Context: an optimization exercise on an open-source flow, tuned for small area, a short achievable clock period and few clock cycles per item. The choices shown serve that exercise and are no tape-out recipe. The RTL was checked by simulation tests, not by an equivalence proof against the original design. No driver is modelled on the clock port, so clocking that relies on it looks cheaper here than on a real chip. Power and IR drop assume default switching activity.

### flow/flow/recover.tcl
# After clock tree synthesis and its timing repair: slow down (downsize)
# cells on paths with positive slack; global routing's repair runs after.
estimate_parasitics -placement
repair_timing -recover_power 100 -verbose
### flow/flow/downsize.tcl
# Start the layout from the smallest drive strength of each combinational
# cell that synthesis picked; timing repair later sizes up what it needs.
set db [ord::get_db]
set block [ord::get_db_block]
set n 0
foreach inst [$block getInsts] {
  set m [[$inst getMaster] getName]
  if {![regexp {^(sky130_fd_sc_hd__([a-z0-9]+))_([0-9]+)$} $m -> base short drive]} { continue }
  if {[regexp {^(s?e?df|dl|conb|tap|fill|decap|clk)} $short]} { continue }
  foreach d {0 1 2} {
    if {$d >= $drive} { break }
    set cand ${base}_$d
    set cm [$db findMaster $cand]
    if {$cm eq "NULL" || $cm eq ""} { continue }
    replace_cell [$inst getName] $cand
    incr n
    break
  }
}
puts "downsize.tcl: resized $n instances"
### flow/flow/run.sh
#!/bin/bash
set -euo pipefail
export BUFFER_PORTS_ARGS="-buffer_cell sky130_fd_sc_hd__buf_2"
export PRE_FLOORPLAN_TCL="$PWD/flow/downsize.tcl"
export POST_CTS_TCL="$PWD/flow/recover.tcl"
bash standard.sh > standard.log 2>&1
### flow/standard.sh
#!/bin/bash
# synth_recipe.tcl (not shown) runs the flow's synth.tcl, then flattens the netlist and writes it again
# the make line also repeats each setting of config.mk as NAME=value (left out here)
make -C /OpenROAD-flow-scripts/flow DESIGN_CONFIG=/design/flow/config.mk WORK_HOME=/design/flow/orfs CLKGATE_MAP_FILE= SYNTH_SCRIPT=/design/flow/synth_recipe.tcl "${@:-finish}"
### flow/config.mk
export PLATFORM = sky130hd
export DESIGN_NAME = booth
export DESIGN_NICKNAME = booth
export VERILOG_FILES = /design/flow/design.v
export SDC_FILE = /design/flow/constraint.sdc
export NUM_CORES = 4
export LEC_CHECK = 0
export CAP_MARGIN = 20
export CORE_MARGIN = 2
export CORE_UTILIZATION = 40
export SLEW_MARGIN = 20
export SYNTH_HIERARCHICAL = 1
export SYNTH_MINIMUM_KEEP_SIZE = 0
### flow/design.v
module booth (
    input  wire        clk  ,
    input  wire        rst_n,
    input  wire [15:0] x    ,
    input  wire [15:0] y    ,
    input  wire        start,
    output wire [31:0] z    ,
    output wire        busy
);
assign busy = 1'b0;
wire one0_0, two0_0;
menc0 ue0_0 (.y2(y[1]), .y1(y[0]), .one(one0_0), .two(two0_0));
wire one1_0, two1_0;
menc ue1_0 (.y2(y[3]), .y1(y[2]), .y0(y[1]), .one(one1_0), .two(two1_0));
wire one2_0, two2_0;
menc ue2_0 (.y2(y[5]), .y1(y[4]), .y0(y[3]), .one(one2_0), .two(two2_0));
wire one3_0, two3_0;
menc ue3_0 (.y2(y[7]), .y1(y[6]), .y0(y[5]), .one(one3_0), .two(two3_0));
wire one4_0, two4_0;
menc ue4_0 (.y2(y[9]), .y1(y[8]), .y0(y[7]), .one(one4_0), .two(two4_0));
wire one5_0, two5_0;
menc ue5_0 (.y2(y[11]), .y1(y[10]), .y0(y[9]), .one(one5_0), .two(two5_0));
wire one6_0, two6_0;
menc ue6_0 (.y2(y[13]), .y1(y[12]), .y0(y[11]), .one(one6_0), .two(two6_0));
wire one7_0, two7_0;
menc ue7_0 (.y2(y[15]), .y1(y[14]), .y0(y[13]), .one(one7_0), .two(two7_0));
wire pp0_0;
mbs0 upp0_0 (.xj(x[0]), .one(one0_0), .neg(y[1]), .pp(pp0_0));
wire pp0_1;
mbs upp0_1 (.xj(x[1]), .xm(x[0]), .one(one0_0), .two(two0_0), .neg(y[1]), .pp(pp0_1));
wire pp0_2;
mbs upp0_2 (.xj(x[2]), .xm(x[1]), .one(one0_0), .two(two0_0), .neg(y[1]), .pp(pp0_2));
wire pp0_3;
mbs upp0_3 (.xj(x[3]), .xm(x[2]), .one(one0_0), .two(two0_0), .neg(y[1]), .pp(pp0_3));
wire pp0_4;
mbs upp0_4 (.xj(x[4]), .xm(x[3]), .one(one0_0), .two(two0_0), .neg(y[1]), .pp(pp0_4));
wire pp0_5;
mbs upp0_5 (.xj(x[5]), .xm(x[4]), .one(one0_0), .two(two0_0), .neg(y[1]), .pp(pp0_5));
wire pp0_6;
mbs upp0_6 (.xj(x[6]), .xm(x[5]), .one(one0_0), .two(two0_0), .neg(y[1]), .pp(pp0_6));
wire pp0_7;
mbs upp0_7 (.xj(x[7]), .xm(x[6]), .one(one0_0), .two(two0_0), .neg(y[1]), .pp(pp0_7));
wire pp0_8;
mbs upp0_8 (.xj(x[8]), .xm(x[7]), .one(one0_0), .two(two0_0), .neg(y[1]), .pp(pp0_8));
wire pp0_9;
mbs upp0_9 (.xj(x[9]), .xm(x[8]), .one(one0_0), .two(two0_0), .neg(y[1]), .pp(pp0_9));
wire pp0_10;
mbs upp0_10 (.xj(x[10]), .xm(x[9]), .one(one0_0), .two(two0_0), .neg(y[1]), .pp(pp0_10));
wire pp0_11;
mbs upp0_11 (.xj(x[11]), .xm(x[10]), .one(one0_0), .two(two0_0), .neg(y[1]), .pp(pp0_11));
wire pp0_12;
mbs upp0_12 (.xj(x[12]), .xm(x[11]), .one(one0_0), .two(two0_0), .neg(y[1]), .pp(pp0_12));
wire pp0_13;
mbs upp0_13 (.xj(x[13]), .xm(x[12]), .one(one0_0), .two(two0_0), .neg(y[1]), .pp(pp0_13));
wire pp0_14;
mbs upp0_14 (.xj(x[14]), .xm(x[13]), .one(one0_0), .two(two0_0), .neg(y[1]), .pp(pp0_14));
wire pp0_15;
mbs upp0_15 (.xj(x[15]), .xm(x[14]), .one(one0_0), .two(two0_0), .neg(y[1]), .pp(pp0_15));
wire pp0_16;
mbsn upp0_16 (.xj(x[15]), .xm(x[15]), .one(one0_0), .two(two0_0), .neg(y[1]), .pp(pp0_16));
wire s0n;
minv us0n (.a(pp0_16), .y(s0n));
wire pp1_0;
mbs0 upp1_0 (.xj(x[0]), .one(one1_0), .neg(y[3]), .pp(pp1_0));
wire pp1_1;
mbs upp1_1 (.xj(x[1]), .xm(x[0]), .one(one1_0), .two(two1_0), .neg(y[3]), .pp(pp1_1));
wire pp1_2;
mbs upp1_2 (.xj(x[2]), .xm(x[1]), .one(one1_0), .two(two1_0), .neg(y[3]), .pp(pp1_2));
wire pp1_3;
mbs upp1_3 (.xj(x[3]), .xm(x[2]), .one(one1_0), .two(two1_0), .neg(y[3]), .pp(pp1_3));
wire pp1_4;
mbs upp1_4 (.xj(x[4]), .xm(x[3]), .one(one1_0), .two(two1_0), .neg(y[3]), .pp(pp1_4));
wire pp1_5;
mbs upp1_5 (.xj(x[5]), .xm(x[4]), .one(one1_0), .two(two1_0), .neg(y[3]), .pp(pp1_5));
wire pp1_6;
mbs upp1_6 (.xj(x[6]), .xm(x[5]), .one(one1_0), .two(two1_0), .neg(y[3]), .pp(pp1_6));
wire pp1_7;
mbs upp1_7 (.xj(x[7]), .xm(x[6]), .one(one1_0), .two(two1_0), .neg(y[3]), .pp(pp1_7));
wire pp1_8;
mbs upp1_8 (.xj(x[8]), .xm(x[7]), .one(one1_0), .two(two1_0), .neg(y[3]), .pp(pp1_8));
wire pp1_9;
mbs upp1_9 (.xj(x[9]), .xm(x[8]), .one(one1_0), .two(two1_0), .neg(y[3]), .pp(pp1_9));
wire pp1_10;
mbs upp1_10 (.xj(x[10]), .xm(x[9]), .one(one1_0), .two(two1_0), .neg(y[3]), .pp(pp1_10));
wire pp1_11;
mbs upp1_11 (.xj(x[11]), .xm(x[10]), .one(one1_0), .two(two1_0), .neg(y[3]), .pp(pp1_11));
wire pp1_12;
mbs upp1_12 (.xj(x[12]), .xm(x[11]), .one(one1_0), .two(two1_0), .neg(y[3]), .pp(pp1_12));
wire pp1_13;
mbs upp1_13 (.xj(x[13]), .xm(x[12]), .one(one1_0), .two(two1_0), .neg(y[3]), .pp(pp1_13));
wire pp1_14;
mbs upp1_14 (.xj(x[14]), .xm(x[13]), .one(one1_0), .two(two1_0), .neg(y[3]), .pp(pp1_14));
wire pp1_15;
mbs upp1_15 (.xj(x[15]), .xm(x[14]), .one(one1_0), .two(two1_0), .neg(y[3]), .pp(pp1_15));
wire pp1_16;
mbsn upp1_16 (.xj(x[15]), .xm(x[15]), .one(one1_0), .two(two1_0), .neg(y[3]), .pp(pp1_16));
wire pp2_0;
mbs0 upp2_0 (.xj(x[0]), .one(one2_0), .neg(y[5]), .pp(pp2_0));
wire pp2_1;
mbs upp2_1 (.xj(x[1]), .xm(x[0]), .one(one2_0), .two(two2_0), .neg(y[5]), .pp(pp2_1));
wire pp2_2;
mbs upp2_2 (.xj(x[2]), .xm(x[1]), .one(one2_0), .two(two2_0), .neg(y[5]), .pp(pp2_2));
wire pp2_3;
mbs upp2_3 (.xj(x[3]), .xm(x[2]), .one(one2_0), .two(two2_0), .neg(y[5]), .pp(pp2_3));
wire pp2_4;
mbs upp2_4 (.xj(x[4]), .xm(x[3]), .one(one2_0), .two(two2_0), .neg(y[5]), .pp(pp2_4));
wire pp2_5;
mbs upp2_5 (.xj(x[5]), .xm(x[4]), .one(one2_0), .two(two2_0), .neg(y[5]), .pp(pp2_5));
wire pp2_6;
mbs upp2_6 (.xj(x[6]), .xm(x[5]), .one(one2_0), .two(two2_0), .neg(y[5]), .pp(pp2_6));
wire pp2_7;
mbs upp2_7 (.xj(x[7]), .xm(x[6]), .one(one2_0), .two(two2_0), .neg(y[5]), .pp(pp2_7));
wire pp2_8;
mbs upp2_8 (.xj(x[8]), .xm(x[7]), .one(one2_0), .two(two2_0), .neg(y[5]), .pp(pp2_8));
wire pp2_9;
mbs upp2_9 (.xj(x[9]), .xm(x[8]), .one(one2_0), .two(two2_0), .neg(y[5]), .pp(pp2_9));
wire pp2_10;
mbs upp2_10 (.xj(x[10]), .xm(x[9]), .one(one2_0), .two(two2_0), .neg(y[5]), .pp(pp2_10));
wire pp2_11;
mbs upp2_11 (.xj(x[11]), .xm(x[10]), .one(one2_0), .two(two2_0), .neg(y[5]), .pp(pp2_11));
wire pp2_12;
mbs upp2_12 (.xj(x[12]), .xm(x[11]), .one(one2_0), .two(two2_0), .neg(y[5]), .pp(pp2_12));
wire pp2_13;
mbs upp2_13 (.xj(x[13]), .xm(x[12]), .one(one2_0), .two(two2_0), .neg(y[5]), .pp(pp2_13));
wire pp2_14;
mbs upp2_14 (.xj(x[14]), .xm(x[13]), .one(one2_0), .two(two2_0), .neg(y[5]), .pp(pp2_14));
wire pp2_15;
mbs upp2_15 (.xj(x[15]), .xm(x[14]), .one(one2_0), .two(two2_0), .neg(y[5]), .pp(pp2_15));
wire pp2_16;
mbsn upp2_16 (.xj(x[15]), .xm(x[15]), .one(one2_0), .two(two2_0), .neg(y[5]), .pp(pp2_16));
wire pp3_0;
mbs0 upp3_0 (.xj(x[0]), .one(one3_0), .neg(y[7]), .pp(pp3_0));
wire pp3_1;
mbs upp3_1 (.xj(x[1]), .xm(x[0]), .one(one3_0), .two(two3_0), .neg(y[7]), .pp(pp3_1));
wire pp3_2;
mbs upp3_2 (.xj(x[2]), .xm(x[1]), .one(one3_0), .two(two3_0), .neg(y[7]), .pp(pp3_2));
wire pp3_3;
mbs upp3_3 (.xj(x[3]), .xm(x[2]), .one(one3_0), .two(two3_0), .neg(y[7]), .pp(pp3_3));
wire pp3_4;
mbs upp3_4 (.xj(x[4]), .xm(x[3]), .one(one3_0), .two(two3_0), .neg(y[7]), .pp(pp3_4));
wire pp3_5;
mbs upp3_5 (.xj(x[5]), .xm(x[4]), .one(one3_0), .two(two3_0), .neg(y[7]), .pp(pp3_5));
wire pp3_6;
mbs upp3_6 (.xj(x[6]), .xm(x[5]), .one(one3_0), .two(two3_0), .neg(y[7]), .pp(pp3_6));
wire pp3_7;
mbs upp3_7 (.xj(x[7]), .xm(x[6]), .one(one3_0), .two(two3_0), .neg(y[7]), .pp(pp3_7));
wire pp3_8;
mbs upp3_8 (.xj(x[8]), .xm(x[7]), .one(one3_0), .two(two3_0), .neg(y[7]), .pp(pp3_8));
wire pp3_9;
mbs upp3_9 (.xj(x[9]), .xm(x[8]), .one(one3_0), .two(two3_0), .neg(y[7]), .pp(pp3_9));
wire pp3_10;
mbs upp3_10 (.xj(x[10]), .xm(x[9]), .one(one3_0), .two(two3_0), .neg(y[7]), .pp(pp3_10));
wire pp3_11;
mbs upp3_11 (.xj(x[11]), .xm(x[10]), .one(one3_0), .two(two3_0), .neg(y[7]), .pp(pp3_11));
wire pp3_12;
mbs upp3_12 (.xj(x[12]), .xm(x[11]), .one(one3_0), .two(two3_0), .neg(y[7]), .pp(pp3_12));
wire pp3_13;
mbs upp3_13 (.xj(x[13]), .xm(x[12]), .one(one3_0), .two(two3_0), .neg(y[7]), .pp(pp3_13));
wire pp3_14;
mbs upp3_14 (.xj(x[14]), .xm(x[13]), .one(one3_0), .two(two3_0), .neg(y[7]), .pp(pp3_14));
wire pp3_15;
mbs upp3_15 (.xj(x[15]), .xm(x[14]), .one(one3_0), .two(two3_0), .neg(y[7]), .pp(pp3_15));
wire pp3_16;
mbsn upp3_16 (.xj(x[15]), .xm(x[15]), .one(one3_0), .two(two3_0), .neg(y[7]), .pp(pp3_16));
wire pp4_0;
mbs0 upp4_0 (.xj(x[0]), .one(one4_0), .neg(y[9]), .pp(pp4_0));
wire pp4_1;
mbs upp4_1 (.xj(x[1]), .xm(x[0]), .one(one4_0), .two(two4_0), .neg(y[9]), .pp(pp4_1));
wire pp4_2;
mbs upp4_2 (.xj(x[2]), .xm(x[1]), .one(one4_0), .two(two4_0), .neg(y[9]), .pp(pp4_2));
wire pp4_3;
mbs upp4_3 (.xj(x[3]), .xm(x[2]), .one(one4_0), .two(two4_0), .neg(y[9]), .pp(pp4_3));
wire pp4_4;
mbs upp4_4 (.xj(x[4]), .xm(x[3]), .one(one4_0), .two(two4_0), .neg(y[9]), .pp(pp4_4));
wire pp4_5;
mbs upp4_5 (.xj(x[5]), .xm(x[4]), .one(one4_0), .two(two4_0), .neg(y[9]), .pp(pp4_5));
wire pp4_6;
mbs upp4_6 (.xj(x[6]), .xm(x[5]), .one(one4_0), .two(two4_0), .neg(y[9]), .pp(pp4_6));
wire pp4_7;
mbs upp4_7 (.xj(x[7]), .xm(x[6]), .one(one4_0), .two(two4_0), .neg(y[9]), .pp(pp4_7));
wire pp4_8;
mbs upp4_8 (.xj(x[8]), .xm(x[7]), .one(one4_0), .two(two4_0), .neg(y[9]), .pp(pp4_8));
wire pp4_9;
mbs upp4_9 (.xj(x[9]), .xm(x[8]), .one(one4_0), .two(two4_0), .neg(y[9]), .pp(pp4_9));
wire pp4_10;
mbs upp4_10 (.xj(x[10]), .xm(x[9]), .one(one4_0), .two(two4_0), .neg(y[9]), .pp(pp4_10));
wire pp4_11;
mbs upp4_11 (.xj(x[11]), .xm(x[10]), .one(one4_0), .two(two4_0), .neg(y[9]), .pp(pp4_11));
wire pp4_12;
mbs upp4_12 (.xj(x[12]), .xm(x[11]), .one(one4_0), .two(two4_0), .neg(y[9]), .pp(pp4_12));
wire pp4_13;
mbs upp4_13 (.xj(x[13]), .xm(x[12]), .one(one4_0), .two(two4_0), .neg(y[9]), .pp(pp4_13));
wire pp4_14;
mbs upp4_14 (.xj(x[14]), .xm(x[13]), .one(one4_0), .two(two4_0), .neg(y[9]), .pp(pp4_14));
wire pp4_15;
mbs upp4_15 (.xj(x[15]), .xm(x[14]), .one(one4_0), .two(two4_0), .neg(y[9]), .pp(pp4_15));
wire pp4_16;
mbsn upp4_16 (.xj(x[15]), .xm(x[15]), .one(one4_0), .two(two4_0), .neg(y[9]), .pp(pp4_16));
wire pp5_0;
mbs0 upp5_0 (.xj(x[0]), .one(one5_0), .neg(y[11]), .pp(pp5_0));
wire pp5_1;
mbs upp5_1 (.xj(x[1]), .xm(x[0]), .one(one5_0), .two(two5_0), .neg(y[11]), .pp(pp5_1));
wire pp5_2;
mbs upp5_2 (.xj(x[2]), .xm(x[1]), .one(one5_0), .two(two5_0), .neg(y[11]), .pp(pp5_2));
wire pp5_3;
mbs upp5_3 (.xj(x[3]), .xm(x[2]), .one(one5_0), .two(two5_0), .neg(y[11]), .pp(pp5_3));
wire pp5_4;
mbs upp5_4 (.xj(x[4]), .xm(x[3]), .one(one5_0), .two(two5_0), .neg(y[11]), .pp(pp5_4));
wire pp5_5;
mbs upp5_5 (.xj(x[5]), .xm(x[4]), .one(one5_0), .two(two5_0), .neg(y[11]), .pp(pp5_5));
wire pp5_6;
mbs upp5_6 (.xj(x[6]), .xm(x[5]), .one(one5_0), .two(two5_0), .neg(y[11]), .pp(pp5_6));
wire pp5_7;
mbs upp5_7 (.xj(x[7]), .xm(x[6]), .one(one5_0), .two(two5_0), .neg(y[11]), .pp(pp5_7));
wire pp5_8;
mbs upp5_8 (.xj(x[8]), .xm(x[7]), .one(one5_0), .two(two5_0), .neg(y[11]), .pp(pp5_8));
wire pp5_9;
mbs upp5_9 (.xj(x[9]), .xm(x[8]), .one(one5_0), .two(two5_0), .neg(y[11]), .pp(pp5_9));
wire pp5_10;
mbs upp5_10 (.xj(x[10]), .xm(x[9]), .one(one5_0), .two(two5_0), .neg(y[11]), .pp(pp5_10));
wire pp5_11;
mbs upp5_11 (.xj(x[11]), .xm(x[10]), .one(one5_0), .two(two5_0), .neg(y[11]), .pp(pp5_11));
wire pp5_12;
mbs upp5_12 (.xj(x[12]), .xm(x[11]), .one(one5_0), .two(two5_0), .neg(y[11]), .pp(pp5_12));
wire pp5_13;
mbs upp5_13 (.xj(x[13]), .xm(x[12]), .one(one5_0), .two(two5_0), .neg(y[11]), .pp(pp5_13));
wire pp5_14;
mbs upp5_14 (.xj(x[14]), .xm(x[13]), .one(one5_0), .two(two5_0), .neg(y[11]), .pp(pp5_14));
wire pp5_15;
mbs upp5_15 (.xj(x[15]), .xm(x[14]), .one(one5_0), .two(two5_0), .neg(y[11]), .pp(pp5_15));
wire pp5_16;
mbsn upp5_16 (.xj(x[15]), .xm(x[15]), .one(one5_0), .two(two5_0), .neg(y[11]), .pp(pp5_16));
wire pp6_0;
mbs0 upp6_0 (.xj(x[0]), .one(one6_0), .neg(y[13]), .pp(pp6_0));
wire pp6_1;
mbs upp6_1 (.xj(x[1]), .xm(x[0]), .one(one6_0), .two(two6_0), .neg(y[13]), .pp(pp6_1));
wire pp6_2;
mbs upp6_2 (.xj(x[2]), .xm(x[1]), .one(one6_0), .two(two6_0), .neg(y[13]), .pp(pp6_2));
wire pp6_3;
mbs upp6_3 (.xj(x[3]), .xm(x[2]), .one(one6_0), .two(two6_0), .neg(y[13]), .pp(pp6_3));
wire pp6_4;
mbs upp6_4 (.xj(x[4]), .xm(x[3]), .one(one6_0), .two(two6_0), .neg(y[13]), .pp(pp6_4));
wire pp6_5;
mbs upp6_5 (.xj(x[5]), .xm(x[4]), .one(one6_0), .two(two6_0), .neg(y[13]), .pp(pp6_5));
wire pp6_6;
mbs upp6_6 (.xj(x[6]), .xm(x[5]), .one(one6_0), .two(two6_0), .neg(y[13]), .pp(pp6_6));
wire pp6_7;
mbs upp6_7 (.xj(x[7]), .xm(x[6]), .one(one6_0), .two(two6_0), .neg(y[13]), .pp(pp6_7));
wire pp6_8;
mbs upp6_8 (.xj(x[8]), .xm(x[7]), .one(one6_0), .two(two6_0), .neg(y[13]), .pp(pp6_8));
wire pp6_9;
mbs upp6_9 (.xj(x[9]), .xm(x[8]), .one(one6_0), .two(two6_0), .neg(y[13]), .pp(pp6_9));
wire pp6_10;
mbs upp6_10 (.xj(x[10]), .xm(x[9]), .one(one6_0), .two(two6_0), .neg(y[13]), .pp(pp6_10));
wire pp6_11;
mbs upp6_11 (.xj(x[11]), .xm(x[10]), .one(one6_0), .two(two6_0), .neg(y[13]), .pp(pp6_11));
wire pp6_12;
mbs upp6_12 (.xj(x[12]), .xm(x[11]), .one(one6_0), .two(two6_0), .neg(y[13]), .pp(pp6_12));
wire pp6_13;
mbs upp6_13 (.xj(x[13]), .xm(x[12]), .one(one6_0), .two(two6_0), .neg(y[13]), .pp(pp6_13));
wire pp6_14;
mbs upp6_14 (.xj(x[14]), .xm(x[13]), .one(one6_0), .two(two6_0), .neg(y[13]), .pp(pp6_14));
wire pp6_15;
mbs upp6_15 (.xj(x[15]), .xm(x[14]), .one(one6_0), .two(two6_0), .neg(y[13]), .pp(pp6_15));
wire pp6_16;
mbsn upp6_16 (.xj(x[15]), .xm(x[15]), .one(one6_0), .two(two6_0), .neg(y[13]), .pp(pp6_16));
wire pp7_0;
mbs0 upp7_0 (.xj(x[0]), .one(one7_0), .neg(y[15]), .pp(pp7_0));
wire pp7_1;
mbs upp7_1 (.xj(x[1]), .xm(x[0]), .one(one7_0), .two(two7_0), .neg(y[15]), .pp(pp7_1));
wire pp7_2;
mbs upp7_2 (.xj(x[2]), .xm(x[1]), .one(one7_0), .two(two7_0), .neg(y[15]), .pp(pp7_2));
wire pp7_3;
mbs upp7_3 (.xj(x[3]), .xm(x[2]), .one(one7_0), .two(two7_0), .neg(y[15]), .pp(pp7_3));
wire pp7_4;
mbs upp7_4 (.xj(x[4]), .xm(x[3]), .one(one7_0), .two(two7_0), .neg(y[15]), .pp(pp7_4));
wire pp7_5;
mbs upp7_5 (.xj(x[5]), .xm(x[4]), .one(one7_0), .two(two7_0), .neg(y[15]), .pp(pp7_5));
wire pp7_6;
mbs upp7_6 (.xj(x[6]), .xm(x[5]), .one(one7_0), .two(two7_0), .neg(y[15]), .pp(pp7_6));
wire pp7_7;
mbs upp7_7 (.xj(x[7]), .xm(x[6]), .one(one7_0), .two(two7_0), .neg(y[15]), .pp(pp7_7));
wire pp7_8;
mbs upp7_8 (.xj(x[8]), .xm(x[7]), .one(one7_0), .two(two7_0), .neg(y[15]), .pp(pp7_8));
wire pp7_9;
mbs upp7_9 (.xj(x[9]), .xm(x[8]), .one(one7_0), .two(two7_0), .neg(y[15]), .pp(pp7_9));
wire pp7_10;
mbs upp7_10 (.xj(x[10]), .xm(x[9]), .one(one7_0), .two(two7_0), .neg(y[15]), .pp(pp7_10));
wire pp7_11;
mbs upp7_11 (.xj(x[11]), .xm(x[10]), .one(one7_0), .two(two7_0), .neg(y[15]), .pp(pp7_11));
wire pp7_12;
mbs upp7_12 (.xj(x[12]), .xm(x[11]), .one(one7_0), .two(two7_0), .neg(y[15]), .pp(pp7_12));
wire pp7_13;
mbs upp7_13 (.xj(x[13]), .xm(x[12]), .one(one7_0), .two(two7_0), .neg(y[15]), .pp(pp7_13));
wire pp7_14;
mbs upp7_14 (.xj(x[14]), .xm(x[13]), .one(one7_0), .two(two7_0), .neg(y[15]), .pp(pp7_14));
wire pp7_15;
mbs upp7_15 (.xj(x[15]), .xm(x[14]), .one(one7_0), .two(two7_0), .neg(y[15]), .pp(pp7_15));
wire pp7_16;
mbsn upp7_16 (.xj(x[15]), .xm(x[15]), .one(one7_0), .two(two7_0), .neg(y[15]), .pp(pp7_16));
wire s1, c2;
mha us1 (.a(y[3]), .b(pp0_2), .s(s1), .co(c2));
wire s3, c4;
mha us3 (.a(pp0_3), .b(pp1_1), .s(s3), .co(c4));
wire s5, c6;
mfa us5 (.a(y[5]), .b(pp0_4), .c(pp1_2), .s(s5), .co(c6));
wire s7, c8;
mha us7 (.a(pp2_0), .b(c4), .s(s7), .co(c8));
wire s9, c10;
mfa us9 (.a(pp0_5), .b(pp1_3), .c(pp2_1), .s(s9), .co(c10));
wire s11, c12;
mha us11 (.a(c6), .b(c8), .s(s11), .co(c12));
wire s13, c14;
mfa us13 (.a(y[7]), .b(pp0_6), .c(pp1_4), .s(s13), .co(c14));
wire s15, c16;
mfa us15 (.a(pp2_2), .b(pp3_0), .c(c10), .s(s15), .co(c16));
wire s17, c18;
mha us17 (.a(s13), .b(c12), .s(s17), .co(c18));
wire s19, c20;
mfa us19 (.a(pp0_7), .b(pp1_5), .c(pp2_3), .s(s19), .co(c20));
wire s21, c22;
mfa us21 (.a(pp3_1), .b(c14), .c(s19), .s(s21), .co(c22));
wire s23, c24;
mha us23 (.a(c16), .b(c18), .s(s23), .co(c24));
wire s25, c26;
mfa us25 (.a(y[9]), .b(pp0_8), .c(pp1_6), .s(s25), .co(c26));
wire s27, c28;
mfa us27 (.a(pp2_4), .b(pp3_2), .c(pp4_0), .s(s27), .co(c28));
wire s29, c30;
mfa us29 (.a(c20), .b(s25), .c(s27), .s(s29), .co(c30));
wire s31, c32;
mha us31 (.a(c22), .b(s29), .s(s31), .co(c32));
wire s33, c34;
mfa us33 (.a(pp0_9), .b(pp1_7), .c(pp2_5), .s(s33), .co(c34));
wire s35, c36;
mfa us35 (.a(pp3_3), .b(pp4_1), .c(c26), .s(s35), .co(c36));
wire s37, c38;
mfa us37 (.a(c28), .b(s33), .c(s35), .s(s37), .co(c38));
wire s39, c40;
mha us39 (.a(c30), .b(c32), .s(s39), .co(c40));
wire s41, c42;
mfa us41 (.a(y[11]), .b(pp0_10), .c(pp1_8), .s(s41), .co(c42));
wire s43, c44;
mfa us43 (.a(pp2_6), .b(pp3_4), .c(pp4_2), .s(s43), .co(c44));
wire s45, c46;
mfa us45 (.a(pp5_0), .b(c34), .c(s41), .s(s45), .co(c46));
wire s47, c48;
mfa us47 (.a(s43), .b(c36), .c(s45), .s(s47), .co(c48));
wire s49, c50;
mha us49 (.a(c38), .b(c40), .s(s49), .co(c50));
wire s51, c52;
mfa us51 (.a(pp0_11), .b(pp1_9), .c(pp2_7), .s(s51), .co(c52));
wire s53, c54;
mfa us53 (.a(pp3_5), .b(pp4_3), .c(pp5_1), .s(s53), .co(c54));
wire s55, c56;
mfa us55 (.a(c42), .b(c44), .c(s51), .s(s55), .co(c56));
wire s57, c58;
mfa us57 (.a(s53), .b(c46), .c(s55), .s(s57), .co(c58));
wire s59, c60;
mha us59 (.a(c48), .b(s57), .s(s59), .co(c60));
wire s61, c62;
mfa us61 (.a(y[13]), .b(pp0_12), .c(pp1_10), .s(s61), .co(c62));
wire s63, c64;
mfa us63 (.a(pp2_8), .b(pp3_6), .c(pp4_4), .s(s63), .co(c64));
wire s65, c66;
mfa us65 (.a(pp5_2), .b(pp6_0), .c(c52), .s(s65), .co(c66));
wire s67, c68;
mfa us67 (.a(c54), .b(s61), .c(s63), .s(s67), .co(c68));
wire s69, c70;
mfa us69 (.a(s65), .b(c56), .c(s67), .s(s69), .co(c70));
wire s71, c72;
mha us71 (.a(c58), .b(s69), .s(s71), .co(c72));
wire s73, c74;
mfa us73 (.a(pp0_13), .b(pp1_11), .c(pp2_9), .s(s73), .co(c74));
wire s75, c76;
mfa us75 (.a(pp3_7), .b(pp4_5), .c(pp5_3), .s(s75), .co(c76));
wire s77, c78;
mfa us77 (.a(pp6_1), .b(c62), .c(c64), .s(s77), .co(c78));
wire s79, c80;
mfa us79 (.a(s73), .b(s75), .c(c66), .s(s79), .co(c80));
wire s81, c82;
mfa us81 (.a(s77), .b(c68), .c(s79), .s(s81), .co(c82));
wire s83, c84;
mha us83 (.a(c70), .b(c72), .s(s83), .co(c84));
wire s85, c86;
mfa us85 (.a(y[15]), .b(pp0_14), .c(pp1_12), .s(s85), .co(c86));
wire s87, c88;
mfa us87 (.a(pp2_10), .b(pp3_8), .c(pp4_6), .s(s87), .co(c88));
wire s89, c90;
mfa us89 (.a(pp5_4), .b(pp6_2), .c(pp7_0), .s(s89), .co(c90));
wire s91, c92;
mfa us91 (.a(c74), .b(c76), .c(s85), .s(s91), .co(c92));
wire s93, c94;
mfa us93 (.a(s87), .b(s89), .c(c78), .s(s93), .co(c94));
wire s95, c96;
mfa us95 (.a(s91), .b(c80), .c(s93), .s(s95), .co(c96));
wire s97, c98;
mha us97 (.a(c82), .b(s95), .s(s97), .co(c98));
wire s99, c100;
mfa us99 (.a(pp0_15), .b(pp1_13), .c(pp2_11), .s(s99), .co(c100));
wire s101, c102;
mfa us101 (.a(pp3_9), .b(pp4_7), .c(pp5_5), .s(s101), .co(c102));
wire s103, c104;
mfa us103 (.a(pp6_3), .b(pp7_1), .c(c86), .s(s103), .co(c104));
wire s105, c106;
mfa us105 (.a(c88), .b(c90), .c(s99), .s(s105), .co(c106));
wire s107, c108;
mfa us107 (.a(s101), .b(s103), .c(c92), .s(s107), .co(c108));
wire s109, c110;
mfa us109 (.a(s105), .b(c94), .c(s107), .s(s109), .co(c110));
wire s111, c112;
mha us111 (.a(c96), .b(s109), .s(s111), .co(c112));
wire s113, c114;
mfa us113 (.a(s0n), .b(pp1_14), .c(pp2_12), .s(s113), .co(c114));
wire s115, c116;
mfa us115 (.a(pp3_10), .b(pp4_8), .c(pp5_6), .s(s115), .co(c116));
wire s117, c118;
mfa us117 (.a(pp6_4), .b(pp7_2), .c(c100), .s(s117), .co(c118));
wire s119, c120;
mfa us119 (.a(c102), .b(s113), .c(s115), .s(s119), .co(c120));
wire s121, c122;
mfa us121 (.a(c104), .b(s117), .c(c106), .s(s121), .co(c122));
wire s123, c124;
mfa us123 (.a(s119), .b(c108), .c(s121), .s(s123), .co(c124));
wire s125, c126;
mha us125 (.a(c110), .b(s123), .s(s125), .co(c126));
wire s127, c128;
mfa us127 (.a(s0n), .b(pp1_15), .c(pp2_13), .s(s127), .co(c128));
wire s129, c130;
mfa us129 (.a(pp3_11), .b(pp4_9), .c(pp5_7), .s(s129), .co(c130));
wire s131, c132;
mfa us131 (.a(pp6_5), .b(pp7_3), .c(c114), .s(s131), .co(c132));
wire s133, c134;
mfa us133 (.a(c116), .b(s127), .c(s129), .s(s133), .co(c134));
wire s135, c136;
mfa us135 (.a(c118), .b(s131), .c(c120), .s(s135), .co(c136));
wire s137, c138;
mfa us137 (.a(s133), .b(c122), .c(s135), .s(s137), .co(c138));
wire s139, c140;
mha us139 (.a(c124), .b(s137), .s(s139), .co(c140));
wire s141, c142;
mfa us141 (.a(pp0_16), .b(pp1_16), .c(pp2_14), .s(s141), .co(c142));
wire s143, c144;
mfa us143 (.a(pp3_12), .b(pp4_10), .c(pp5_8), .s(s143), .co(c144));
wire s145, c146;
mfa us145 (.a(pp6_6), .b(pp7_4), .c(c128), .s(s145), .co(c146));
wire s147, c148;
mfa us147 (.a(c130), .b(s141), .c(s143), .s(s147), .co(c148));
wire s149, c150;
mfa us149 (.a(c132), .b(s145), .c(c134), .s(s149), .co(c150));
wire s151, c152;
mfa us151 (.a(s147), .b(c136), .c(s149), .s(s151), .co(c152));
wire s153, c154;
mha us153 (.a(c138), .b(s151), .s(s153), .co(c154));
wire s155;
minv us155 (.a(pp2_15), .y(s155));
wire s156, c157;
mfa us156 (.a(pp3_13), .b(pp4_11), .c(pp5_9), .s(s156), .co(c157));
wire s158, c159;
mfa us158 (.a(pp6_7), .b(pp7_5), .c(s155), .s(s158), .co(c159));
wire s160, c161;
mfa us160 (.a(c142), .b(c144), .c(s156), .s(s160), .co(c161));
wire s162, c163;
mfa us162 (.a(s158), .b(c146), .c(c148), .s(s162), .co(c163));
wire s164, c165;
mfa us164 (.a(s160), .b(c150), .c(s162), .s(s164), .co(c165));
wire s166, c167;
mha us166 (.a(c152), .b(s164), .s(s166), .co(c167));
wire s168, c169;
mfa us168 (.a(pp2_16), .b(pp3_14), .c(pp4_12), .s(s168), .co(c169));
wire s170, c171;
mfa us170 (.a(pp5_10), .b(pp6_8), .c(pp7_6), .s(s170), .co(c171));
wire s172, c173;
mfa us172 (.a(pp2_15), .b(c157), .c(s168), .s(s172), .co(c173));
wire s174, c175;
mfa us174 (.a(s170), .b(c159), .c(c161), .s(s174), .co(c175));
wire s176, c177;
mfa us176 (.a(s172), .b(c163), .c(s174), .s(s176), .co(c177));
wire s178, c179;
mha us178 (.a(c165), .b(s176), .s(s178), .co(c179));
wire s180;
minv us180 (.a(pp3_15), .y(s180));
wire s181, c182;
mfa us181 (.a(pp4_13), .b(pp5_11), .c(pp6_9), .s(s181), .co(c182));
wire s183, c184;
mfa us183 (.a(pp7_7), .b(s180), .c(c169), .s(s183), .co(c184));
wire s185, c186;
mfa us185 (.a(c171), .b(s181), .c(s183), .s(s185), .co(c186));
wire s187, c188;
mfa us187 (.a(c173), .b(c175), .c(s185), .s(s187), .co(c188));
wire s189, c190;
mha us189 (.a(c177), .b(s187), .s(s189), .co(c190));
wire s191, c192;
mfa us191 (.a(pp3_16), .b(pp4_14), .c(pp5_12), .s(s191), .co(c192));
wire s193, c194;
mfa us193 (.a(pp6_10), .b(pp7_8), .c(pp3_15), .s(s193), .co(c194));
wire s195, c196;
mfa us195 (.a(c182), .b(s191), .c(s193), .s(s195), .co(c196));
wire s197, c198;
mfa us197 (.a(c184), .b(s195), .c(c186), .s(s197), .co(c198));
wire s199, c200;
mha us199 (.a(c188), .b(s197), .s(s199), .co(c200));
wire s201;
minv us201 (.a(pp4_15), .y(s201));
wire s202, c203;
mfa us202 (.a(pp5_13), .b(pp6_11), .c(pp7_9), .s(s202), .co(c203));
wire s204, c205;
mfa us204 (.a(s201), .b(c192), .c(c194), .s(s204), .co(c205));
wire s206, c207;
mfa us206 (.a(s202), .b(s204), .c(c196), .s(s206), .co(c207));
wire s208, c209;
mha us208 (.a(s206), .b(c198), .s(s208), .co(c209));
wire s210, c211;
mfa us210 (.a(pp4_16), .b(pp5_14), .c(pp6_12), .s(s210), .co(c211));
wire s212, c213;
mfa us212 (.a(pp7_10), .b(pp4_15), .c(c203), .s(s212), .co(c213));
wire s214, c215;
mfa us214 (.a(s210), .b(c205), .c(s212), .s(s214), .co(c215));
wire s216, c217;
mha us216 (.a(c207), .b(s214), .s(s216), .co(c217));
wire s218;
minv us218 (.a(pp5_15), .y(s218));
wire s219, c220;
mfa us219 (.a(pp6_13), .b(pp7_11), .c(s218), .s(s219), .co(c220));
wire s221, c222;
mfa us221 (.a(c211), .b(s219), .c(c213), .s(s221), .co(c222));
wire s223, c224;
mha us223 (.a(c215), .b(s221), .s(s223), .co(c224));
wire s225, c226;
mfa us225 (.a(pp5_16), .b(pp6_14), .c(pp7_12), .s(s225), .co(c226));
wire s227, c228;
mfa us227 (.a(pp5_15), .b(s225), .c(c220), .s(s227), .co(c228));
wire s229, c230;
mha us229 (.a(s227), .b(c222), .s(s229), .co(c230));
wire s231;
minv us231 (.a(pp6_15), .y(s231));
wire s232, c233;
mfa us232 (.a(pp7_13), .b(s231), .c(c226), .s(s232), .co(c233));
wire s234, c235;
mha us234 (.a(s232), .b(c228), .s(s234), .co(c235));
wire s236, c237;
mfa us236 (.a(pp6_16), .b(pp7_14), .c(pp6_15), .s(s236), .co(c237));
wire s238, c239;
mha us238 (.a(s236), .b(c233), .s(s238), .co(c239));
wire s240;
minv us240 (.a(pp7_15), .y(s240));
wire s241, c242;
mha us241 (.a(s240), .b(c237), .s(s241), .co(c242));
wire s243, c244;
mha us243 (.a(pp7_16), .b(pp7_15), .s(s243), .co(c244));
wire s245;
minv us245 (.a(c244), .y(s245));
wire lp246, lg247;
mha ulp246 (.a(pp0_0), .b(y[1]), .s(lp246), .co(lg247));
wire lp248, lg249;
mha ulp248 (.a(pp1_0), .b(s1), .s(lp248), .co(lg249));
wire lp250, lg251;
mha ulp250 (.a(c2), .b(s3), .s(lp250), .co(lg251));
wire lp252, lg253;
mha ulp252 (.a(s5), .b(s7), .s(lp252), .co(lg253));
wire lp254, lg255;
mha ulp254 (.a(s9), .b(s11), .s(lp254), .co(lg255));
wire lp256, lg257;
mha ulp256 (.a(s15), .b(s17), .s(lp256), .co(lg257));
wire lp258, lg259;
mha ulp258 (.a(s21), .b(s23), .s(lp258), .co(lg259));
wire lp260, lg261;
mha ulp260 (.a(c24), .b(s31), .s(lp260), .co(lg261));
wire lp262, lg263;
mha ulp262 (.a(s37), .b(s39), .s(lp262), .co(lg263));
wire lq264;
mand ulq264 (.a(lp248), .b(pp0_1), .y(lq264));
wire lg265;
mao ulg265 (.g1(lg253), .p1(lp252), .g0(lg251), .g(lg265));
wire lq266;
mand ulq266 (.a(lp252), .b(lp250), .y(lq266));
wire lg267;
mao ulg267 (.g1(lg257), .p1(lp256), .g0(lg255), .g(lg267));
wire lq268;
mand ulq268 (.a(lp256), .b(lp254), .y(lq268));
wire lg269;
mao ulg269 (.g1(lg261), .p1(lp260), .g0(lg259), .g(lg269));
wire lq270;
mand ulq270 (.a(lp260), .b(lp258), .y(lq270));
wire lg271;
mao ulg271 (.g1(lg249), .p1(lq264), .g0(lg247), .g(lg271));
wire lg272;
mao ulg272 (.g1(lg267), .p1(lq268), .g0(lg265), .g(lg272));
wire lq273;
mand ulq273 (.a(lq268), .b(lq266), .y(lq273));
wire lg274;
mao ulg274 (.g1(lg272), .p1(lq273), .g0(lg271), .g(lg274));
wire lg275;
mao ulg275 (.g1(lg265), .p1(lq266), .g0(lg271), .g(lg275));
wire lg276;
mao ulg276 (.g1(lg269), .p1(lq270), .g0(lg274), .g(lg276));
wire la277;
mand ula277 (.a(pp0_1), .b(lg247), .y(la277));
wire lg278;
mao ulg278 (.g1(lg251), .p1(lp250), .g0(lg271), .g(lg278));
wire lg279;
mao ulg279 (.g1(lg255), .p1(lp254), .g0(lg275), .g(lg279));
wire lg280;
mao ulg280 (.g1(lg259), .p1(lp258), .g0(lg274), .g(lg280));
wire lg281;
mao ulg281 (.g1(lg263), .p1(lp262), .g0(lg276), .g(lg281));
wire ls282;
mxor uls282 (.a(pp0_1), .b(lg247), .y(ls282));
wire ls283;
mxor uls283 (.a(lp248), .b(la277), .y(ls283));
wire ls284;
mxor uls284 (.a(lp250), .b(lg271), .y(ls284));
wire ls285;
mxor uls285 (.a(lp252), .b(lg278), .y(ls285));
wire ls286;
mxor uls286 (.a(lp254), .b(lg275), .y(ls286));
wire ls287;
mxor uls287 (.a(lp256), .b(lg279), .y(ls287));
wire ls288;
mxor uls288 (.a(lp258), .b(lg274), .y(ls288));
wire ls289;
mxor uls289 (.a(lp260), .b(lg280), .y(ls289));
wire ls290;
mxor uls290 (.a(lp262), .b(lg276), .y(ls290));
reg [10:0] qlo;
reg [21:0] qa;
reg [20:0] qb;
wire hp291, hg292;
mha uhp291 (.a(qa[0]), .b(qb[0]), .s(hp291), .co(hg292));
wire hp293, hg294;
mha uhp293 (.a(qa[1]), .b(qb[1]), .s(hp293), .co(hg294));
wire hp295, hg296;
mha uhp295 (.a(qa[2]), .b(qb[2]), .s(hp295), .co(hg296));
wire hp297, hg298;
mha uhp297 (.a(qa[3]), .b(qb[3]), .s(hp297), .co(hg298));
wire hp299, hg300;
mha uhp299 (.a(qa[4]), .b(qb[4]), .s(hp299), .co(hg300));
wire hp301, hg302;
mha uhp301 (.a(qa[5]), .b(qb[5]), .s(hp301), .co(hg302));
wire hp303, hg304;
mha uhp303 (.a(qa[6]), .b(qb[6]), .s(hp303), .co(hg304));
wire hp305, hg306;
mha uhp305 (.a(qa[7]), .b(qb[7]), .s(hp305), .co(hg306));
wire hp307, hg308;
mha uhp307 (.a(qa[8]), .b(qb[8]), .s(hp307), .co(hg308));
wire hp309, hg310;
mha uhp309 (.a(qa[9]), .b(qb[9]), .s(hp309), .co(hg310));
wire hp311, hg312;
mha uhp311 (.a(qa[10]), .b(qb[10]), .s(hp311), .co(hg312));
wire hp313, hg314;
mha uhp313 (.a(qa[11]), .b(qb[11]), .s(hp313), .co(hg314));
wire hp315, hg316;
mha uhp315 (.a(qa[12]), .b(qb[12]), .s(hp315), .co(hg316));
wire hp317, hg318;
mha uhp317 (.a(qa[13]), .b(qb[13]), .s(hp317), .co(hg318));
wire hp319, hg320;
mha uhp319 (.a(qa[14]), .b(qb[14]), .s(hp319), .co(hg320));
wire hp321, hg322;
mha uhp321 (.a(qa[15]), .b(qb[15]), .s(hp321), .co(hg322));
wire hp323, hg324;
mha uhp323 (.a(qa[16]), .b(qb[16]), .s(hp323), .co(hg324));
wire hp325, hg326;
mha uhp325 (.a(qa[17]), .b(qb[17]), .s(hp325), .co(hg326));
wire hp327, hg328;
mha uhp327 (.a(qa[18]), .b(qb[18]), .s(hp327), .co(hg328));
wire hp329, hg330;
mha uhp329 (.a(qa[19]), .b(qb[19]), .s(hp329), .co(hg330));
wire hp331, hg332;
mha uhp331 (.a(qa[20]), .b(qb[20]), .s(hp331), .co(hg332));
wire hg333;
mao uhg333 (.g1(hg292), .p1(hp291), .g0(qlo[10]), .g(hg333));
wire hg334;
mao uhg334 (.g1(hg296), .p1(hp295), .g0(hg294), .g(hg334));
wire hq335;
mand uhq335 (.a(hp295), .b(hp293), .y(hq335));
wire hg336;
mao uhg336 (.g1(hg300), .p1(hp299), .g0(hg298), .g(hg336));
wire hq337;
mand uhq337 (.a(hp299), .b(hp297), .y(hq337));
wire hg338;
mao uhg338 (.g1(hg304), .p1(hp303), .g0(hg302), .g(hg338));
wire hq339;
mand uhq339 (.a(hp303), .b(hp301), .y(hq339));
wire hg340;
mao uhg340 (.g1(hg308), .p1(hp307), .g0(hg306), .g(hg340));
wire hq341;
mand uhq341 (.a(hp307), .b(hp305), .y(hq341));
wire hg342;
mao uhg342 (.g1(hg312), .p1(hp311), .g0(hg310), .g(hg342));
wire hq343;
mand uhq343 (.a(hp311), .b(hp309), .y(hq343));
wire hg344;
mao uhg344 (.g1(hg316), .p1(hp315), .g0(hg314), .g(hg344));
wire hq345;
mand uhq345 (.a(hp315), .b(hp313), .y(hq345));
wire hg346;
mao uhg346 (.g1(hg320), .p1(hp319), .g0(hg318), .g(hg346));
wire hq347;
mand uhq347 (.a(hp319), .b(hp317), .y(hq347));
wire hg348;
mao uhg348 (.g1(hg324), .p1(hp323), .g0(hg322), .g(hg348));
wire hq349;
mand uhq349 (.a(hp323), .b(hp321), .y(hq349));
wire hg350;
mao uhg350 (.g1(hg328), .p1(hp327), .g0(hg326), .g(hg350));
wire hq351;
mand uhq351 (.a(hp327), .b(hp325), .y(hq351));
wire hg352;
mao uhg352 (.g1(hg332), .p1(hp331), .g0(hg330), .g(hg352));
wire hq353;
mand uhq353 (.a(hp331), .b(hp329), .y(hq353));
wire hg354;
mao uhg354 (.g1(hg334), .p1(hq335), .g0(hg333), .g(hg354));
wire hg355;
mao uhg355 (.g1(hg338), .p1(hq339), .g0(hg336), .g(hg355));
wire hq356;
mand uhq356 (.a(hq339), .b(hq337), .y(hq356));
wire hg357;
mao uhg357 (.g1(hg342), .p1(hq343), .g0(hg340), .g(hg357));
wire hq358;
mand uhq358 (.a(hq343), .b(hq341), .y(hq358));
wire hg359;
mao uhg359 (.g1(hg346), .p1(hq347), .g0(hg344), .g(hg359));
wire hq360;
mand uhq360 (.a(hq347), .b(hq345), .y(hq360));
wire hg361;
mao uhg361 (.g1(hg350), .p1(hq351), .g0(hg348), .g(hg361));
wire hq362;
mand uhq362 (.a(hq351), .b(hq349), .y(hq362));
wire hg363;
mao uhg363 (.g1(hg355), .p1(hq356), .g0(hg354), .g(hg363));
wire hg364;
mao uhg364 (.g1(hg359), .p1(hq360), .g0(hg357), .g(hg364));
wire hq365;
mand uhq365 (.a(hq360), .b(hq358), .y(hq365));
wire hg366;
mao uhg366 (.g1(hg364), .p1(hq365), .g0(hg363), .g(hg366));
wire hg367;
mao uhg367 (.g1(hg357), .p1(hq358), .g0(hg363), .g(hg367));
wire hg368;
mao uhg368 (.g1(hg361), .p1(hq362), .g0(hg366), .g(hg368));
wire hg369;
mao uhg369 (.g1(hg336), .p1(hq337), .g0(hg354), .g(hg369));
wire hg370;
mao uhg370 (.g1(hg340), .p1(hq341), .g0(hg363), .g(hg370));
wire hg371;
mao uhg371 (.g1(hg344), .p1(hq345), .g0(hg367), .g(hg371));
wire hg372;
mao uhg372 (.g1(hg348), .p1(hq349), .g0(hg366), .g(hg372));
wire hg373;
mao uhg373 (.g1(hg352), .p1(hq353), .g0(hg368), .g(hg373));
wire hg374;
mao uhg374 (.g1(hg294), .p1(hp293), .g0(hg333), .g(hg374));
wire hg375;
mao uhg375 (.g1(hg298), .p1(hp297), .g0(hg354), .g(hg375));
wire hg376;
mao uhg376 (.g1(hg302), .p1(hp301), .g0(hg369), .g(hg376));
wire hg377;
mao uhg377 (.g1(hg306), .p1(hp305), .g0(hg363), .g(hg377));
wire hg378;
mao uhg378 (.g1(hg310), .p1(hp309), .g0(hg370), .g(hg378));
wire hg379;
mao uhg379 (.g1(hg314), .p1(hp313), .g0(hg367), .g(hg379));
wire hg380;
mao uhg380 (.g1(hg318), .p1(hp317), .g0(hg371), .g(hg380));
wire hg381;
mao uhg381 (.g1(hg322), .p1(hp321), .g0(hg366), .g(hg381));
wire hg382;
mao uhg382 (.g1(hg326), .p1(hp325), .g0(hg372), .g(hg382));
wire hg383;
mao uhg383 (.g1(hg330), .p1(hp329), .g0(hg368), .g(hg383));
wire ha384;
mand uha384 (.a(qa[21]), .b(hg373), .y(ha384));
wire hs385;
mxor uhs385 (.a(hp291), .b(qlo[10]), .y(hs385));
wire hs386;
mxor uhs386 (.a(hp293), .b(hg333), .y(hs386));
wire hs387;
mxor uhs387 (.a(hp295), .b(hg374), .y(hs387));
wire hs388;
mxor uhs388 (.a(hp297), .b(hg354), .y(hs388));
wire hs389;
mxor uhs389 (.a(hp299), .b(hg375), .y(hs389));
wire hs390;
mxor uhs390 (.a(hp301), .b(hg369), .y(hs390));
wire hs391;
mxor uhs391 (.a(hp303), .b(hg376), .y(hs391));
wire hs392;
mxor uhs392 (.a(hp305), .b(hg363), .y(hs392));
wire hs393;
mxor uhs393 (.a(hp307), .b(hg377), .y(hs393));
wire hs394;
mxor uhs394 (.a(hp309), .b(hg370), .y(hs394));
wire hs395;
mxor uhs395 (.a(hp311), .b(hg378), .y(hs395));
wire hs396;
mxor uhs396 (.a(hp313), .b(hg367), .y(hs396));
wire hs397;
mxor uhs397 (.a(hp315), .b(hg379), .y(hs397));
wire hs398;
mxor uhs398 (.a(hp317), .b(hg371), .y(hs398));
wire hs399;
mxor uhs399 (.a(hp319), .b(hg380), .y(hs399));
wire hs400;
mxor uhs400 (.a(hp321), .b(hg366), .y(hs400));
wire hs401;
mxor uhs401 (.a(hp323), .b(hg381), .y(hs401));
wire hs402;
mxor uhs402 (.a(hp325), .b(hg372), .y(hs402));
wire hs403;
mxor uhs403 (.a(hp327), .b(hg382), .y(hs403));
wire hs404;
mxor uhs404 (.a(hp329), .b(hg368), .y(hs404));
wire hs405;
mxor uhs405 (.a(hp331), .b(hg383), .y(hs405));
wire hs406;
mxor uhs406 (.a(qa[21]), .b(hg373), .y(hs406));
assign z = {hs406, hs405, hs404, hs403, hs402, hs401, hs400, hs399, hs398, hs397, hs396, hs395, hs394, hs393, hs392, hs391, hs390, hs389, hs388, hs387, hs386, hs385, qlo[9], qlo[8], qlo[7], qlo[6], qlo[5], qlo[4], qlo[3], qlo[2], qlo[1], qlo[0]};
always @(posedge clk)
    if (start) begin
        qlo <= {lg281, ls290, ls289, ls288, ls287, ls286, ls285, ls284, ls283, ls282, lp246};
        qa <= {s245, c242, c239, c235, c230, c224, c217, c209, c200, c190, c179, c167, c154, c140, c126, c112, c98, c84, s81, c60, c50, s47};
        qb <= {s243, s241, s238, s234, s229, s223, s216, s208, s199, s189, s178, s166, s153, s139, s125, s111, s97, s83, s71, s59, s49};
    end
endmodule
module menc (input wire y2, input wire y1, input wire y0, output wire one, output wire two);
assign one = y1 ^ y0;
assign two = (y2 & ~y1 & ~y0) | (~y2 & y1 & y0);
endmodule
module menc0 (input wire y2, input wire y1, output wire one, output wire two);
assign one = y1;
assign two = y2 & ~y1;
endmodule
module mbs (input wire xj, input wire xm, input wire one, input wire two, input wire neg, output wire pp);
assign pp = ((one & xj) | (two & xm)) ^ neg;
endmodule
module mbs0 (input wire xj, input wire one, input wire neg, output wire pp);
assign pp = (one & xj) ^ neg;
endmodule
module mbsn (input wire xj, input wire xm, input wire one, input wire two, input wire neg, output wire pp);
assign pp = ~(((one & xj) | (two & xm)) ^ neg);
endmodule
module mfa (input wire a, input wire b, input wire c, output wire s, output wire co);
assign s  = a ^ b ^ c;
assign co = (a & b) | (a & c) | (b & c);
endmodule
module mha (input wire a, input wire b, output wire s, output wire co);
assign s  = a ^ b;
assign co = a & b;
endmodule
module minv (input wire a, output wire y);
assign y = ~a;
endmodule
module mand (input wire a, input wire b, output wire y);
assign y = a & b;
endmodule
module mxor (input wire a, input wire b, output wire y);
assign y = a ^ b;
endmodule
module mao (input wire g1, input wire p1, input wire g0, output wire g);
assign g = g1 | (p1 & g0);
endmodule
### flow/constraint.sdc
create_clock -name core_clock -period 4.0 [get_ports {clk}]
set_input_delay 0.8000 -clock core_clock [delete_from_list [all_inputs] [get_ports {clk}]]
set_output_delay 0.8000 -clock core_clock [all_outputs]
set_load 0.01 [all_outputs]
==> impl_metrics.tcl <==
set metrics [dict create \
    core_area_um2 18100 \
    p_per_area_nw_per_um2 704 \
    slowest_delay_ps 500 \
    clock_sinks 54 \
    dieWidth_um 140 \
    hpwl_um 14400 \
    tns_ps 0 \
    drtAntennaViolNets 0 \
    status "finished clean" \
    post-place-ws_ps -228 \
    crit_path_start_kind "primary input" \
    endpoint "qb[8]" \
    worstMarginPinSlew_ps 757 \
    grt_max_degree 31 \
    path_class "in -> reg" \
    place_area_um2 8630 \
    clockPowerShare 0.071 \
    clkTransAtPathRegs_ps 80 \
    n_antenna_cell 0 \
    num_vias 5502 \
    switching_share 0.437 \
    floorplan.rows 49 \
    pwr-share-seq 0.206 \
    fin_util 0.487 \
    drc 0 \
    setup_viol 0 \
    timing.final.crit_share 0.979 \
    start_util 0.411 \
    grt_pass1_wl_um 30400 \
    holdPathStages 3 \
    ios 68 \
    finalCriticalPeriod_ps 3920 \
    drive_gt1_frac 0.170 \
    postLayoutCellArea_um2 8840 \
    post_drt_wl_per_cell_um 19.1 \
    path_buf_inv 3 \
    timing_hold_violations_final 0 \
    switchingPower_mw 2.72 \
    synthCells 647 \
    syn-num-nets 831 \
    drt-initial-drc-count 407 \
    routed_wl_um 18800 \
    end_kind "flip-flop" \
    maxCapViolations 0 \
    antenna_found_initial 0 \
    grt_overflow 0 \
    ir_worst_vdd_uv 337 \
    crit_family "adder cells" \
    port_buffers 65 \
    hp-class "in -> reg" \
    comb_power_share 0.724 \
    die_area_um2 19700 \
    cts_tree "yes" \
    p_int_mw 3.51 \
    fill_cells 1682 \
    regArea_um2 1620 \
    worstPathCellList "clkbuf_2, nand2b_4, o22ai_4, buf_6, buf_4, a22oi_1, xnor2_1, fa_2, fa_2, fa_1, fa_1, ha_1" \
    firstDrtPassIters 5 \
    drv_slew 0 \
    cp-startpoint "y[4]" \
    fmax_mhz 255 \
    vias_per_cell 5.58 \
    p_total_mw 6.23 \
    fin_ws_ps 83.7 \
    crit_arrival_ps 3970 \
    ys_warn_count 7 \
    multi_input_area_um2 5810 \
    grt.total_usage 0.195 \
    slowest_stage "fa_1" \
    critPathMaxFanout 5 \
    globalplace.congestion 0.888 \
    slew_headroom 0.495 \
    power_leakage_nw 3.59 \
    fp.dieH_um 140 \
    grt_pass1_vias 5722 \
    critPathRequiredTime_ps 4050 \
    crit_cells 12 \
    nNetsFinal 941 \
]
-- final cells by class --
cell class,instances,share of cell area
Inverter,8,0.00340
Clock buffer,6,0.0146
Multi-Input combinational cell,551,0.657
Timing Repair Buffer,137,0.108
Clock inverter,1,0.000849
Sequential cell,54,0.183
Tap cell,229,0.0324
-- through the flow --
step / hold slack (ps) / instances
after detailed placement: 1210 / 973
final: 1030 / 986
after global placement: 1210 / 973
after floorplan: 912 / 647
after global routing: 1040 / 986
-- layout by cell type, fill, tap and decap left out, types with 6 or more instances in the layout --
cell type and count:
xnor2_1 128, a22oi_1 128, fa_1 87, ha_1 58
buf_4 55, edfxtp_1 54, a21o_1 48, xor2_1 39
clkbuf_1 34, buf_2 29, and2_0 21, nand2_1 15
buf_12 9, inv_1 8, xor2_2 7, nand2b_1 6
clkbuf_16 6
-- power groups by stage --
stage               clock network (mW)  logic, mW  registers (mW)
floorplan                            0       3.41            1.27
global placement                     0       4.53            1.29
detailed placement                   0       4.65            1.30
global route                     0.477       5.17            1.31
finish                           0.439       4.51            1.28
-- per-layer routing --
metal  track usage  share of wire  vias up
met1         0.268           0.44     2757
met5             0              0        -
met3        0.0253          0.056       16
met2         0.330           0.50      175
li1              -              -     2554
met4        0.0463         0.0094        0
-- worst min-delay path, stage by stage --
cell	delay (ps)
clkbuf_4	180
buf_4	150
ha_1	110
-- how the worst min path moves through the flow --
stage / slack [ps] / end / startpoint
2_1_floorplan: 910 / qa[0] / start
3_3_place_gp: 1210 / z[8] / qlo[8]
3_5_place_dp: 1210 / z[9] / qlo[9]
5_1_grt: 1040 / qlo[0] / y[1]
6_report: 1030 / qlo[0] / y[1]
-- flip-flops by register name (all words and copies together) (netlist names) --
register and flops:
qa 22, qb 21, qlo 11
Testbench counts, summed over its fixed seeds: cycles 3,200, items 3,200.

[static timing again, ports no longer ideal]
The flow's constraints put no driver on any port. The routed layout listed below was extracted and timed again, unchanged, in two steps. Step 1 (the two cells are an assumption about what drives the block):
set clk [get_ports {clk}]
set_driving_cell -lib_cell sky130_fd_sc_hd__clkbuf_16 $clk
set_driving_cell -lib_cell sky130_fd_sc_hd__buf_2 [delete_from_list [all_inputs] $clk]
Step 2 also shifts input and output timing later by t, the mid clock arrival at the registers, as if the neighbouring blocks saw the same clock. a / b / c = ideal / step 1 / step 2; a / b = the first two.
t (ns): 0.341
setup slack, ns: 0.084 / 0.097 / -0.243
hold slack, ns: 1.034 / 1.038 / 1.254
Met with ideal ports but missed after step 2: setup timing in this run. The setup slack of this run moves by +0.013 ns with the drivers and by -0.327 ns with both steps.
